What follows belongs to an exercise in optimizing a design on an open flow for small area; a production flow would make more cautious choices. The RTL was checked by simulation tests, not by an equivalence proof against the original design. Power figures rest on the tool's default switching activity, not on a simulated workload.

==> flow/design.v (excerpt) <==
module pe(
    input clk,
    input rst,
    input [15:0] matchpoint,
    input [15:0] gap_e,
    input [15:0] gap_o,
    input [2:0] Q,
    input [2:0] R,
    input en,
    input signed [32:0] H_up,
    input signed [32:0] D_up,
    output signed [32:0] curr_H,
    output reg signed [32:0] curr_I,
    output reg signed [32:0] curr_D,
    output [3:0] ptr
);
    reg signed [32:0] Hd, Ir, Dr, H4r;
    reg [31:0] cH;
    reg [1:0] pID;
    assign curr_H = {1'b0, cH};
    function [32:0] sub16;
        input [32:0] a;
        input [15:0] b;
        integer i;
        reg c, bb, z;
        begin
            c = 1'b1;
            for (i = 0; i < 16; i = i + 1) begin
                bb = ~b[i];
                sub16[i] = a[i] ^ bb ^ c;
                c = (a[i] & bb) | (c & (a[i] ^ bb));
            end
            z = 1'b1;
            for (i = 16; i < 33; i = i + 1) begin
                sub16[i] = a[i] ^ (~c & z);
                z = z & ~a[i];
            end
        end
    endfunction
    function [32:0] add16;
        input [32:0] a;
        input [15:0] b;
        integer i;
        reg c, p;
        begin
            c = 1'b0;
            for (i = 0; i < 16; i = i + 1) begin
                add16[i] = a[i] ^ b[i] ^ c;
                c = (a[i] & b[i]) | (c & (a[i] ^ b[i]));
            end
            p = 1'b1;
            for (i = 16; i < 33; i = i + 1) begin
                add16[i] = a[i] ^ (c & p);
                p = p & a[i];
            end
        end
    endfunction
    function ge;
        input [32:0] x;
        input [32:0] y;
        integer i;
        reg c, xa, yb;
        begin
            c = 1'b1;
            for (i = 0; i < 33; i = i + 1) begin
                xa = (i == 32) ? ~x[i] : x[i];
                yb = (i == 32) ? y[i] : ~y[i];
                c = (xa & yb) | (c & (xa | yb));
            end
            ge = c;
        end
    endfunction
    function gef;
        input [32:0] x;
        input [32:0] y;
        integer i, k;
        reg [32:0] gt, eq;
        reg [8:0] gg, ee;
        reg c;
        begin
  ...
export LEC_CHECK = 0
export CAP_MARGIN = 5
export CORE_MARGIN = 2
export CORE_UTILIZATION = 60
export GPL_TIMING_DRIVEN = 0
export SETUP_SLACK_MARGIN = 0.05
export SLEW_MARGIN = 5
create_clock -name core_clock -period 7.5 [get_ports {clk}]
standard.sh (not shown) runs the stock make flow with config.mk's settings and CLKGATE_MAP_FILE= SYNTH_SCRIPT=/design/flow/synth_recipe.tcl, a recipe that flattens the netlist after the stock synthesis.
==> flow/flow/run.sh <==
#!/bin/bash
# Own layout flow: the standard ORFS flow, with two changes:
#  - synthesis maps with an area-oriented ABC script (flow/abc_area.script),
#  - ports are buffered with sky130_fd_sc_hd__buf_1 instead of the default cell.
# Every tool's output goes to a log file in this folder.
set -uo pipefail
here=$(pwd)
rm -rf "$here/scripts_copy"
cp -r "$FLOW_HOME/scripts" "$here/scripts_copy"
cp "$here/flow/abc_area.script" "$here/scripts_copy/abc_area.script"
knobs=(SCRIPTS_DIR="$here/scripts_copy" ABC_AREA=1)
[ -f "$here/flow/knobs.txt" ] && while read -r l; do [ -n "$l" ] && knobs+=("$l"); done < "$here/flow/knobs.txt"
bash standard.sh "${knobs[@]}" finish > "$here/flow_make.log" 2>&1
rc=$?
cp -r "$here/orfs/logs" "$here/orfs_logs" 2>/dev/null
exit $rc
==> flow/flow/abc_area.script <==
strash; dc2; dc2; dch -f; map -D 5300; topo; buffer -c; upsize -D 5300; dnsize -D 5300; stime -c
==> flow/flow/knobs.txt <==
BUFFER_PORTS_ARGS=-buffer_cell sky130_fd_sc_hd__buf_1
ADDER_MAP_FILE=
CTS_ARGS=-sink_clustering_enable -repair_clock_nets -buf_list sky130_fd_sc_hd__clkbuf_4 -sink_clustering_size 8 -sink_clustering_max_diameter 40 -dont_use_dummy_load
The baseline finished with timing, DRC and antenna clean.
Change:
==> flow/flow/abc_area.script (replaced) <==
strash; dc2; dc2; dch -f; map -D 5000; topo; buffer -c; upsize -D 5000; dnsize -D 5000; stime -c
CORE_UTILIZATION = 65   (was 60)
=> The new run went through all stages and came out clean. Routed wire length rises by 1.4%. Setup slack is worse by 0.028 ns. Register-to-register slack gets worse by 0.02 ns. Core utilization came out higher by 6.0 points. Clock-buffer cell count shrinks by 1. Global-route usage rose by 4.0 points. Critical path depth falls by 3.
Change:
==> flow/flow/abc_area.script (replaced) <==
strash; dc2; dc2; dch -f; map -D 5800; topo; buffer -c; upsize -D 5800; dnsize -D 5800; stime -c
CORE_UTILIZATION = 60   (was 65)
Result: The changed run finished but failed the layout checks on negative setup slack. Worst setup slack degrades by 0.27 ns. Hold slack degrades by 0.015 ns. Synthesized cell count came out higher by about 0.9%. Sequential share of layout area came out lower by 0.28 points. Power came out higher by 5.9%. Non-clock buffer count came out higher by 23. Routed wire length hardly moves.

==> port drivers added, routing unchanged <==
No port has a modelled driver above. Below, the same layouts with a new extraction and two added sets of constraints.
Step 1 sets driving cells, clkbuf_16 on the clock port and buf_2 on the other inputs (assumed; they add their load-dependent delay and slew).
Step 2 adds t to the input delays and takes it off the output delays; t is the mean of the earliest and latest rising clock arrival at the registers after step 1. Input paths then give back, and output paths get back, about the clock's delay inside the block.
Three values: no drivers, after step 1, after step 2; two values: the first two.
run | t, ns | setup slack, ns | worst hold slack (ns) | worst data-port slew with drivers (ns) | pins driven straight from the clock port
the first run | 0.667 | 0.211 / 0.213 / -0.454 | 0.326 / 0.326 / 0.326 | 0.04 | 1
the second run | 0.671 | 0.183 / 0.173 / -0.499 | 0.329 / 0.329 / 0.329 | 0.05 | 1
the third run | 0.663 | -0.091 / -0.069 / -0.732 | 0.314 / 0.314 / 0.314 | 0.08 | 1
Met with ideal ports but missed after step 2: setup timing in the first run and the second run. For the second run, which loses most, drivers alone change the setup slack by -0.010 ns; drivers and shift together by -0.682 ns.
